From an optimization exercise on the open Yosys and OpenROAD flow, aimed at small area; shortcuts taken in it are not production practice. Function was checked by simulation only, so behaviour that the tests miss may differ from the original. Power figures rest on the tool's default switching activity, not on a simulated workload.

===== constraint.sdc =====
create_clock -name core_clock -period 10.0 [get_ports {clk}]
set_input_delay 2.0000 -clock core_clock [delete_from_list [all_inputs] [get_ports {clk}]]
set_output_delay 2.0000 -clock core_clock [all_outputs]
set_load 0.01 [all_outputs]

===== run.sh =====
#!/bin/bash
# synth_recipe.tcl (not shown) runs the flow's synth.tcl, then flattens the netlist and writes it again
# the make line also repeats each setting of config.mk as NAME=value (left out here)
make -C /OpenROAD-flow-scripts/flow DESIGN_CONFIG=/design/flow/config.mk WORK_HOME=/design/flow/orfs CLKGATE_MAP_FILE= SYNTH_SCRIPT=/design/flow/synth_recipe.tcl finish

===== design.v =====
module FA(
  input 	A,B,Cin,	 
  output	S,Cout		 
);
	logic half_sum, a_and_b, Cin_and_half;
	xor iXOR1(half_sum,A,B);
	and iAND1(a_and_b,A,B);
	and iAND2(Cin_and_half,half_sum,Cin);
	xor iXOR2(S,half_sum,Cin);
	or  iOR1(Cout,a_and_b,Cin_and_half);
endmodule
module RCA4(
  input 	[3:0]	A,B,	 
  input 			Cin,	 
  output 	[3:0]	S,		 
  output 			Cout  	 
);
	logic C1,C2,C3;
	FA iFA0(.A(A[0]), .B(B[0]), .Cin(Cin), .S(S[0]), .Cout(C1));
	FA iFA1(.A(A[1]), .B(B[1]), .Cin(C1), .S(S[1]), .Cout(C2));
	FA iFA2(.A(A[2]), .B(B[2]), .Cin(C2), .S(S[2]), .Cout(C3));
	FA iFA3(.A(A[3]), .B(B[3]), .Cin(C3), .S(S[3]), .Cout(Cout));
endmodule
module HA(
  input 	A,Cin,	 
  output	S,Cout	 
);
	xor iXOR1(S,A,Cin);
	and iAND1(Cout,A,Cin);
endmodule
module d_ff(
  input CLK,
  input D,			 
  input CLRN,		 
  input PRN,		 
  output reg Q		 
);
always_ff @(posedge CLK, negedge CLRN, negedge PRN)
  if (!CLRN)
    Q <= 1'b0;
  else if (!PRN)
    Q <= 1'b1;
  else
    Q <= D;
endmodule
module d_en_ff(
  input CLK,
  input D,			 
  input CLRN,		 
  input PRN,		 
  input nRST,		 
  input EN,			 
  output logic Q
);
  logic D_next, notEN, D_next_1, D_next_2;
  not iNOT1(notEN, EN);
  and iAND1(D_next_1, nRST, notEN, Q);
  and iAND2(D_next_2, nRST, EN, D);
  or iOR1(D_next, D_next_1, D_next_2);
  d_ff iDFF(.CLK(CLK),.D(D_next),.CLRN(CLRN),.PRN(1'b1),.Q(Q));
endmodule
module BCDinc(
  input 	[3:0] A,		 
  input 	Cin,			 
  output 	Cout,			 
  output	[3:0] S			 
);
  logic [3:0] P;
  logic C1;
  RCA4 RCA4(.A(A[3:0]), .B(4'b0000), .Cin(Cin), .S(P[3:0]), .Cout(C1));
  assign Cout = P[3:0] == 4'b1010 ? 1 : 0;
  assign S[3:0] = ~Cout ? P[3:0] : 4'b0000;
endmodule  
module BCDinc2(
  input 	[7:0] A,		 
  input 	INC,			 
  output	[7:0] S		 
);
  logic C1, C2;
  BCDinc BCD1(.A(A[3:0]), .Cin(INC), .Cout(C1), .S(S[3:0]));
  BCDinc BCD2(.A(A[7:4]), .Cin(C1), .Cout(C2), .S(S[7:4]));
endmodule  
module BCDcnt(
  input 	CLK,		 
  input 	CLRN,		 
  input 	CLR_CNT,	 
  input 	INC,		 
  output	[7:0] CNT	 
);
  logic [7:0] sum;
  logic notCLR_CNT;
  not iNOT1(notCLR_CNT, CLR_CNT);
  BCDinc2 iINC(.A(CNT), .INC(INC), .S(sum));
  d_en_ff D_EN_FF [7:0] (.CLK(CLK),.D(sum),.CLRN(CLRN),.PRN(1'b1),.nRST(notCLR_CNT),.EN(INC),.Q(CNT));
endmodule  
module rise_edge_detect(
  input clk,			 
  input rst_n,			 
  input sig,			 
  output sig_rise		 
);
	logic ff1Q, ff2Q, ff3Q, notff3Q;
	d_ff d_ff1(.CLK(clk), .D(sig), .CLRN(1'b1), .PRN(1'b1), .Q(ff1Q));
	d_ff d_ff2(.CLK(clk), .D(ff1Q), .CLRN(1'b1), .PRN(1'b1), .Q(ff2Q));
	d_ff d_ff3(.CLK(clk), .D(ff2Q), .CLRN(1'b1), .PRN(1'b1), .Q(ff3Q));
	not iNOT1(notff3Q, ff3Q);
	and iAND1(sig_rise, ff2Q, notff3Q);
endmodule
module state6_reg(
  input CLK,				 
  input CLRN,				 
  input [5:0] nxt_state,	 
  output [5:0] state		 
);
  logic [5:0] reset;
  logic [5:0] preset;
  assign reset = {CLRN,CLRN,CLRN,CLRN,CLRN,1'b1};
  assign preset = {1'b1,1'b1,1'b1,1'b1,1'b1,CLRN};
  d_ff state6 [5:0] (.CLK(CLK),.D(nxt_state),.CLRN(reset),.PRN(preset),.Q(state));
endmodule
module segAdec
(
	input [3:0] D,
	output reg segA
);
always @ (*) begin
	case (D)
	4'h1, 4'h4, 4'hB, 4'hC: segA = 1'b1; 
	4'h0, 4'h2, 4'h3, 4'h5, 4'h6, 4'h7, 4'h8, 4'h9, 4'hA, 4'hD : segA = 1'b0; 
	default : segA = 1'b0; 
	endcase
end
endmodule
module segBdec
(
	input [3:0] D,
	output segB
);
  logic n1,notD3,notD0;
  logic mt1,mt2,mt3;
  not iINV1(notD0,D[0]);
  not iINV2(notD3,D[3]);
  xor iXOR1(n1,D[1],D[0]);
  and iAND1(mt1,n1,notD3,D[2]);
  and iAND2(mt2,D[3],D[1],D[0]);
  and iAND3(mt3,D[3],D[2],notD0);
  or iOR(segB,mt1,mt2,mt3);
endmodule
module segCdec
(
	input [3:0] D,
	output segC
);
  logic notD2, notD0;
  not iNOT1(notD2, D[2]);
  not iNOT2(notD0, D[0]);
  and iAND1(segC, notD2, notD0, D[1]);
endmodule
module segDdec
(
	input [3:0] D,
	output segD
);
localparam [0:15] truth_table = 16'b0100_1001_0110_1000;
assign segD = truth_table[D];
endmodule
module segEdec
(
	input [3:0] D,
	output segE
);
  logic notD3,notD1;
  logic mt1,mt2,mt3;
  not iINV1(notD3,D[3]);
  not iINV2(notD1,D[1]);
  and iAND1(mt1,notD3,D[0]);
  and iAND2(mt2,notD1,D[0]);
  and iAND3(mt3,notD3,D[2],notD1);
  or iOR1(segE,mt1,mt2,mt3);
endmodule
module segFdec
(
	input [3:0] D,
	output segF
);
localparam [0:15] truth_table = 16'b0111_0001_0001_1000;
assign segF = truth_table[D];
endmodule
module segGdec
(
	input [3:0] D,
	output segG
);
  logic notD3, notD2, notD1, and1, and2;
  not iNOT1(notD3, D[3]);
  not iNOT2(notD2, D[2]);
  not iNOT3(notD1, D[1]);
  and iAND1(and1, notD1, notD2, notD3);
  and iAND2(and2, D[2], D[1], D[0]);
  or iOR1(segG, and1, and2);
endmodule
module bcd7seg(
  input 	[3:0] num,		 
  input 	dis,			 
  output	[6:0] seg		 
);
  logic [6:0] seg_int;
  segAdec A(.D(num), .segA(seg_int[0]));
  segBdec B(.D(num), .segB(seg_int[1]));
  segCdec C(.D(num), .segC(seg_int[2]));
  segDdec D(.D(num), .segD(seg_int[3]));
  segEdec E(.D(num), .segE(seg_int[4]));
  segFdec F(.D(num), .segF(seg_int[5]));
  segGdec G(.D(num), .segG(seg_int[6]));
  assign seg[0] = dis | seg_int[0];
  assign seg[1] = dis | seg_int[1];
  assign seg[2] = dis | seg_int[2];
  assign seg[3] = dis | seg_int[3];
  assign seg[4] = dis | seg_int[4];
  assign seg[5] = dis | seg_int[5];
  assign seg[6] = dis | seg_int[6];
endmodule  
module cmp1bit(
  input 	A,				 
  input 	B,				 
  input 	AgtBi,			 
  input		AeqBi,			 
  input		AltBi,			 
  output 	AgtBo,			 
  output	AeqBo,			 
  output	AltBo			 
);
  assign AgtBo = A ^ B ? A : AgtBi;
  assign AeqBo = A ^ B ? 1'b0 : AeqBi;
  assign AltBo = A ^ B ? B : AltBi;
endmodule  
module mag16(
  input [15:0] A,	 
  input [15:0] B,	 
  output AgtB,		 
  output AeqB,		 
  output AltB		 
);
  logic [15:0] gt_vec;	 
  logic [15:0] eq_vec;	 
  logic [15:0] lt_vec;	 
  cmp1bit iCMP[15:0](.A(A), .B(B), .AgtBi({gt_vec[14:0],1'b0}),
                     .AeqBi({eq_vec[14:0],1'b1}), .AltBi({lt_vec[14:0],1'b0}),
					 .AgtBo(gt_vec), .AeqBo(eq_vec), .AltBo(lt_vec));
  assign AgtB = gt_vec[15];
  assign AeqB = eq_vec[15];
  assign AltB = lt_vec[15];
endmodule
module cnt1bit(
  input CLK,	 
  input CLRN,	 
  input Cin,	 
  output Q,		 
  output Co		 
);
  logic sum;
  HA iHALF(.A(Q), .Cin(Cin), .S(sum), .Cout(Co));
  d_ff iFF(.CLK(CLK), .D(sum), .CLRN(CLRN), .PRN(1'b1), .Q(Q));
endmodule
module cnt16(
  input CLK,		 
  input CLRN,		 
  output [15:0] Q,	 
  output full		 
);
  logic [15:0] carry_vec;
  cnt1bit sixteenBitCounter[15:0](.CLK(CLK),.CLRN(CLRN),.Cin({carry_vec[14:0],1'b1}),.Q(Q),.Co(carry_vec));
  assign full = Q[15:0] == 16'b1111111111111111 ? 1 : 0;
endmodule
module PWM (
  input CLK,			 
  input CLRN,			 
  input [15:0] DUTY,	 
  output PWM			 
);
  logic [15:0] QtoB;
  logic full;
  logic AgB, AeB, AlB;
  cnt16 counter(.CLK(CLK),.CLRN(CLRN),.Q(QtoB),.full(full));
  mag16 compare(.A(DUTY),.B(QtoB),.AgtB(AgB),.AeqB(AeB),.AltB(AlB));
  d_ff registerOutput(.CLK(CLK),.D(AgB),.CLRN(CLRN),.PRN(1'b1),.Q(PWM));
endmodule
module control(
	input CLK,					 
	input CLRN,					 
	input OVER,					 
	input START,				 
	input DIR,					 
	input TICK,					 
	input ATL,					 
	input ATR,					 
	input BtnL,					 
	input BtnR,					 
	output logic [5:0] state,	 
	output logic LD,			 
	output logic SHL,			 
	output logic SHR,			 
	output logic CLRPT,			 
	output logic PTL,			 
	output logic PTR,			 
	output logic MAXTIME,		 
	output logic SETTIME		 
);
	typedef enum logic[5:0] {INIT=6'h01, MOVE_R=6'h02, END_R=6'h04, MOVE_L=6'h08,
                           END_L=6'h10, DONE=6'h20} state_t;
	state_t nxt_state;
	state6_reg iST(.CLK(CLK),.CLRN(CLRN),.nxt_state(nxt_state),.state(state));		
	always_comb begin
		nxt_state = state_t'(state);		 
		LD = 1'b0;
		SHL = 1'b0;
		SHR = 1'b0;
		CLRPT = 1'b0;
		PTL = 1'b0;
		PTR = 1'b0;
		MAXTIME = 1'b0;
		SETTIME = 1'b0;
		case (state)
		  INIT: begin
			CLRPT = 1'b1;
			MAXTIME = 1'b1;
			if(START)begin
				if(DIR)begin
					LD = 1'b1;
					nxt_state = MOVE_R;
				end
				else begin
					LD = 1'b1;
					nxt_state = MOVE_L;
				end
			end
		  end
		  MOVE_R : begin
			if(OVER)
				nxt_state = DONE;
			if(BtnR)
				PTL = 1'b1;
			if(TICK)
				SHR = 1'b1;
			if(ATR)
				nxt_state = END_R;
		  end
		  MOVE_L : begin
			if(OVER)
				nxt_state = DONE;
			if(BtnL)
				PTR = 1'b1;
			if(TICK)
				SHL = 1'b1;
			if(ATL)
				nxt_state = END_L;
		  end
		  END_R : begin
			if(TICK)begin
				PTL = 1'b1;
				MAXTIME = 1'b1;
				nxt_state = MOVE_L;
			end
			if(BtnR)begin
				SETTIME = 1'b1;
				nxt_state = MOVE_L;
			end
		  end
		  END_L : begin
			if(TICK)begin
				PTR = 1'b1;
				MAXTIME = 1'b1;
				nxt_state = MOVE_R;
			end
			if(BtnL)begin
				SETTIME = 1'b1;
				nxt_state = MOVE_R;
			end
		  end
		  default : begin		 
			MAXTIME = 1'b1;
			if(START)begin
				if(DIR)begin
					LD = 1'b1;
					CLRPT = 1'b1;
					nxt_state = MOVE_R;
				end
				else begin
					LD = 1'b1;
					CLRPT = 1'b1;
					nxt_state = MOVE_L;
				end
			end
		  end
		endcase
	end
endmodule	
module shift_reg(input LOAD, SHL, SHR, CLK, CLRN, output reg [17:0] Q, output reg DIR);
	reg [17:0] Qnext;
	reg	[2:0] counter;
	logic [17:0] ShiftInit;
	always @(posedge CLK or negedge CLRN) begin
		if(!CLRN) Q <= 18'h3FFFF;
		else Q <= Qnext;
	end
	always @(*) begin
		if(LOAD) Qnext = ShiftInit;
		else if(SHR) Qnext = {1'd0, Q[17:1]};
		else if(SHL) Qnext = {Q[16:0], 1'h0};
		else Qnext = Q;
	end
	always @(posedge CLK or negedge CLRN) begin
		if(!CLRN) counter <= 3'b0;
		else counter <= counter + 3'b1;
	end
	always_comb begin
		DIR = counter[0];
		case(counter[2:1])
		2'b00: ShiftInit = {7'b0, 4'b0001, 7'b0};
		2'b01: ShiftInit = {7'b0, 4'b0010, 7'b0};
		2'b10: ShiftInit = {7'b0, 4'b0100, 7'b0};
		2'b11: ShiftInit = {7'b0, 4'b1000, 7'b0};
		endcase
	end
endmodule
module var_timer(input SET, MAX, output TC, input clk, reset);
	reg [13:0] Q, target_count;
	localparam MAX_TIMEOUT = 14'd12000;
	localparam MIN_TIMEOUT = 14'd540;
	assign TC = (Q == target_count)?1'b1:1'b0;
	always @(posedge clk or posedge reset) begin
		if (reset) begin
			Q <= 14'd0;
			target_count <= MAX_TIMEOUT;
		end else begin
			if (SET) begin
				if (Q >= MIN_TIMEOUT) target_count <= Q;
				else target_count <= MIN_TIMEOUT;
			end else if (MAX) begin
				target_count <= MAX_TIMEOUT;
			end else if (Q < target_count) begin
				Q <= Q + 14'd1;
			end else begin
				Q <= 14'd0;
			end
		end
	end
endmodule
module win_det(input [7:0] SCORE1, SCORE0, output GAMEOVER, WINNER);
	wire P1WIN = (SCORE1 >= 8'h12);
	wire P0WIN = (SCORE0 >= 8'h12);
	assign GAMEOVER = P1WIN || P0WIN;
	assign WINNER = P1WIN;
endmodule
module AHW5_top(clk,CLRN,KEY,LEDR,LEDG,HEX7,HEX6,HEX5,HEX4,HEX3,HEX2,HEX1,HEX0);
  input clk;				 
  input CLRN;				 
  input [3:0] KEY;			 
  output [7:0] LEDG;		 
  output [17:0] LEDR;		 
  output [6:0] HEX7,HEX6;	 
  output [6:0] HEX5,HEX4;	 
  output [6:0] HEX3,HEX2;	 
  output [6:0] HEX1,HEX0;	 
  reg [19:0] CNT;			 
  wire dis;					 
  wire CLRPT;				 
  wire PTL,PTR;				 
  wire [7:0] PTS_L,PTS_R;	 
  wire LD,SHL,SHR;			 
  wire DIR;					 
  wire SETTIME,MAXTIME;		 
  wire TICK;				 
  wire OVER;				 
  wire START;				 
  wire BtnL,BtnR;			 
  assign LEDG[7:6] = 2'b00;
  rise_edge_detect iSTRT(.clk(clk), .rst_n(CLRN), .sig(KEY[1]), .sig_rise(START));
  rise_edge_detect iRGHT(.clk(clk), .rst_n(CLRN), .sig(KEY[0]), .sig_rise(BtnR));
  rise_edge_detect iLEFT(.clk(clk), .rst_n(CLRN), .sig(KEY[3]), .sig_rise(BtnL));
  BCDcnt iPLY_L(.CLK(clk), .CLRN(CLRN), .CLR_CNT(CLRPT), .INC(PTL), .CNT(PTS_L));
  BCDcnt iPLY_R(.CLK(clk), .CLRN(CLRN), .CLR_CNT(CLRPT), .INC(PTR), .CNT(PTS_R));				  
  bcd7seg iBCD7(.num(PTS_L[7:4]),.dis(1'b0),.seg(HEX7));	 
  bcd7seg iBCD6(.num(PTS_L[3:0]),.dis(1'b0),.seg(HEX6));
  bcd7seg iBCD5(.num(PTS_R[7:4]),.dis(1'b0),.seg(HEX5));	 
  bcd7seg iBCD4(.num(PTS_R[3:0]),.dis(1'b0),.seg(HEX4));
  shift_reg iSHF(.CLK(clk), .CLRN(CLRN), .LOAD(LD), .SHL(SHL), .SHR(SHR),
                 .DIR(DIR), .Q(LEDR));
  var_timer iTMR(.clk(clk), .reset(~CLRN), .SET(SETTIME), .MAX(MAXTIME), .TC(TICK));
  win_det iSCR(.SCORE0(PTS_L), .SCORE1(PTS_R), .GAMEOVER(OVER), .WINNER());
  control iSM(.CLK(clk), .CLRN(CLRN), .OVER(OVER), .START(START), .DIR(DIR),
              .TICK(TICK), .ATL(LEDR[17]), .ATR(LEDR[0]), .BtnL(BtnL), .BtnR(BtnR),
			  .state(LEDG[5:0]), .LD(LD), .SHL(SHL), .SHR(SHR), .CLRPT(CLRPT),
			  .PTL(PTL), .PTR(PTR), .MAXTIME(MAXTIME), .SETTIME(SETTIME));
  PWM iDUT(.CLK(clk),.CLRN(CLRN),.DUTY({CNT[19:10],6'h00}),.PWM(dis));
  always_ff @(posedge clk, negedge CLRN)
    if (!CLRN)
	  CNT <= 20'h00000;
	else
	  CNT <= CNT + 1;
  bcd7seg iBCD3(.num(4'b1010),.dis(dis),.seg(HEX3));
  bcd7seg iBCD2(.num(4'b1011),.dis(dis),.seg(HEX2));
  bcd7seg iBCD1(.num(4'b1100),.dis(dis),.seg(HEX1));
  bcd7seg iBCD0(.num(4'b1101),.dis(dis),.seg(HEX0));
endmodule

===== config.mk =====
export PLATFORM = sky130hd
export DESIGN_NAME = AHW5_top
export DESIGN_NICKNAME = AHW5_top
export VERILOG_FILES = /design/flow/design.v
export SDC_FILE = /design/flow/constraint.sdc
export NUM_CORES = 4
export LEC_CHECK = 0
export CAP_MARGIN = 20
export CORE_MARGIN = 2
export CORE_UTILIZATION = 40
export SLEW_MARGIN = 20

==> results.toml <==
[run_status]
outcome = "finished clean"

[synthesis]
synth_top_area_share_pct = 28.7
synth.avg_cell_area_um2 = 9.69
yosysSeqAreaShare_pct = 40.7
synth_most_common_cell = "dfrtp_1"
ys_async_sr_fraction_pct = 92.3
synth_edf_count = 0
synth_top_area_cell = "dfrtp_1"
synth_common_cells = "dfrtp_1, buf_4, ha_1"
synthCells = 739
synth.distinct_cells = 63
synth_area_leaders = "dfrtp_1, ha_1, dfstp_2"
synthFlopType = "dfrtp_1"
syn_area_mm2 = 0.00716
synth-seq-cells = 117
ys_warn_count = 7

[placement]
routabilityCongestion = 0.812
portBuffers = 74
dp_slack_ns = 5.38
dp.cells = 957
hpwl_mm = 10.4

[global_routing]
grt_pass1_wl_mm = 24.3
grt_max_degree = 63
grt_pass1_vias = 5048
grt_usage_pct = 16.2
antenna_found_initial = 0
grt-ovfl-total = 0

[timing]
setup_viol = 0
max_freq_ghz = 0.212
finalSetupTns_ns = 0
hold_violations = 0
period_needed_ns = 4.71
slew-limit-headroom_pct = 42.4
tightest_slew_ns = 0.864
min_period_over_period_pct = 47.1
fin_skew_ns = 0.00745
finalMaxSlewViolations = 0
postLayoutSetupSlackWorst_ns = 5.29
rsz0062_at_grt = "no"

[worst_setup_path]
crit_type = "register to register"
path_cells = "inv_1 -> ha_1 -> nand4_1 -> or4_1 -> o21ai_1 -> ha_1 -> ha_1 -> ha_1 -> nor3b_1 -> nand2_1 -> inv_1 -> ha_1 -> ha_1 -> ha_1 -> nor3b_1 -> o31ai_1 -> o22a_1"
crit_fanout = 7
end_kind = "register"
max_stage_delay_ns = 0.65
arrival_ns = 5.00
cp_common_cell = "ha_1"
rr_worst_depth = 17
crit_path_start_kind = "register"
r2r_start = "iTMR.target_count[11]"
startpoint = "iTMR.target_count[11]"
slowest_stage = "or4_1"
crit_required_ns = 10.29

[floorplanning]
dieArea_mm2 = 0.0190
initial_core_util_pct = 41.1
num_io_pins = 88
core_area_mm2 = 0.0174
rows = 48
dieWidth_um = 138
die_y_um = 138

[worst_hold_path]
holdPathStages = 0
min_path_type = "register to register"
min_from = "iSTRT.d_ff1.Q"

[flow_run]
drv_cap = 0

[detailed_routing]
vias_per_cell = 5.34
drt_first_pass_iters = 5
antenna_left = 0
wl_per_cell_um = 15.0
vias = 5286
drc = 0
drtIter0Drc = 407
wirelength_mm = 14.8

[power]
p_sw_share_pct = 31.5
seqPwrFrac_pct = 37.9
ir_worst_vdd_mv = 0.132
combPwrFrac_pct = 24.8
clockPowerShare_pct = 37.3
p_leak_nw = 3.78
power.internal_mw = 1.03
power_switching_mw = 0.471
cellPowerDensity_mw_per_mm2 = 183

[clock_tree]
cts_hold_buf = 0
clk_latency_ns = 0.42
cts.sinks = 117
clock_path_buffers = 2
htree_levels = 4
ctsResizeCount = 0
postCtsSetupRepairBufs = 0
cts_buffers = 17
root_buffer = "clkbuf_16"
clk_pin_slew_ns = 0.05
cts_tree = "done"

[layout]
nFillCells = 1600
drive_gt1_share_pct = 10.1
register_area_mm2 = 0.00292
stdcell_count = 989
finalNetCount = 817
antennaDiodeCount = 0
multiInputGateArea_mm2 = 0.00352
fin_util_pct = 47.0
area_growth_pct = 14.3
[power by group through the flow]
stage,Clock (mW),Combinational [mW],Sequential (mW)
after floorplan,0,0.286,0.550
after global placement,0,0.358,0.572
after detailed placement,0,0.370,0.575
after CTS,0.573,0.372,0.568
after global routing,0.595,0.410,0.575
final,0.558,0.371,0.568
[placed cells by master (no fill, tap or decap), types with 4 or more instances in the layout]
master	count
mux2_2	6
o21ai_0	32
nand2_1	58
a32o_1	7
a31oi_1	5
nor2b_1	11
mux2i_1	24
nor2_1	26
ha_1	60
dfstp_2	26
nor3b_1	5
dfrtp_1	82
a22oi_1	4
o21bai_1	4
nor4_1	6
clkbuf_1	7
a211oi_1	7
nand2b_1	11
clkbuf_16	17
nand4_1	5
o31ai_1	5
a21o_1	9
clkinv_2	4
dfxtp_1	9
xnor2_1	16
buf_4	5
a21oi_1	33
inv_1	42
nor3_1	23
and3_1	9
xor2_1	12
o22ai_1	16
clkdlybuf4s50_1	73
conb_1	12
nand3_1	22
a22o_1	20
[per-layer routing]
layer	vias to the layer above	wire length, um	global-route usage (%)
met4	0	234	6.07
met1	2581	6770	20.6
li1	2577	-	-
met2	108	7270	26.8
met3	20	514	3.64
met5	-	0	0
[sequential cells by signal, summed over array words and instances, names as in the netlist, 3 cells and up]
register,count
iSHF.Q,18
iSM.iST.state6.Q,6
iPLY_R.D_EN_FF.iDFF.Q,8
iDUT.counter.sixteenBitCounter.iFF.Q,16
iTMR.target_count,14
iTMR.Q,14
CNT,20
iSHF.counter,3
iPLY_L.D_EN_FF.iDFF.Q,8
[metrics by stage]
| stage | power [mW] | hold slack [ns] | area [um^2] |
|---|---|---|---|
| 6_report | 1.50 | 0.328 | 8180 |
| 3_5_place_dp | 0.946 | 0.320 | 7630 |
| 3_3_place_gp | 0.931 | 0.311 | 7630 |
| 2_1_floorplan | 0.836 | 0.310 | 7200 |
| 5_1_grt | 1.58 | 0.332 | 8180 |
| 4_1_cts | 1.51 | 0.329 | 8170 |
[logic make-up after synthesis]
kind of cell | Yosys count | synth area share [%]
buf+inv | 137 | 10.9
xor+xnor | 28 | 3.42
simple gates | 197 | 14.2
other cells | 2 | 0.105
mux | 30 | 4.30
compound gates | 168 | 15.9
flops | 117 | 40.7
fa+ha+maj | 60 | 10.5
[final cells by class]
| cell class | count | area share [%] |
|---|---|---|
| Clock buffer | 27 | 6.02 |
| Clock inverter | 5 | 0.612 |
| Inverter | 42 | 1.93 |
| Multi-Input combinational cell | 495 | 43.0 |
| Sequential cell | 117 | 35.6 |
| Tap cell | 225 | 3.44 |
| Timing Repair Buffer | 78 | 9.39 |
[worst paths after layout]
check | to | slack (ns)
worst max register to register | iPLY_R.D_EN_FF[7].iDFF.Q | 5.29
worst min register to register | iSTRT.d_ff2.Q | 0.33
max in group asynchronous | iTMR.target_count[3] | 7.18
worst min-delay path | iSTRT.d_ff2.Q | 0.33
min in group asynchronous | iTMR.Q[12] | 1.61
worst max-delay path | iPLY_R.D_EN_FF[7].iDFF.Q | 5.29
[critical path, delay by kind of cell, from the launching register on]
kind	cells	cell delay, ns
AOI/OAI and AO/OA	3	0.84
DFF	1	0.51
and+or+nand+nor	5	1.62
buffers and inverters	2	0.11
adders and majority gates	7	1.49

what the ideal ports hide:
Ports are ideal in the flow. The routed layout listed here was re-timed in OpenROAD. Step 1: set_driving_cell puts a clkbuf_16 on clk and a buf_2 on each other input, an assumption about the parent block. Step 2 times the ports against the registers' clock, not the clock port: input delays grow and output delays shrink by t, the midpoint of the rising clock arrivals with the driver on. Slacks: ideal ports / drivers / drivers and shift; pairs: ideal ports / drivers.
shift t [ns]: 0.450
setup WS [ns]: 5.290 / 5.290 / 5.290
worst hold slack (ns): 0.328 / 0.328 / 0.328
latest minus earliest clock arrival (ns): 0.008 / 0.007
worst register clock-pin slew, ns: 0.05 / 0.05
After both steps this run still meets setup and hold. For this run, drivers alone change the setup slack by 0.000 ns; drivers and shift together by 0.000 ns.
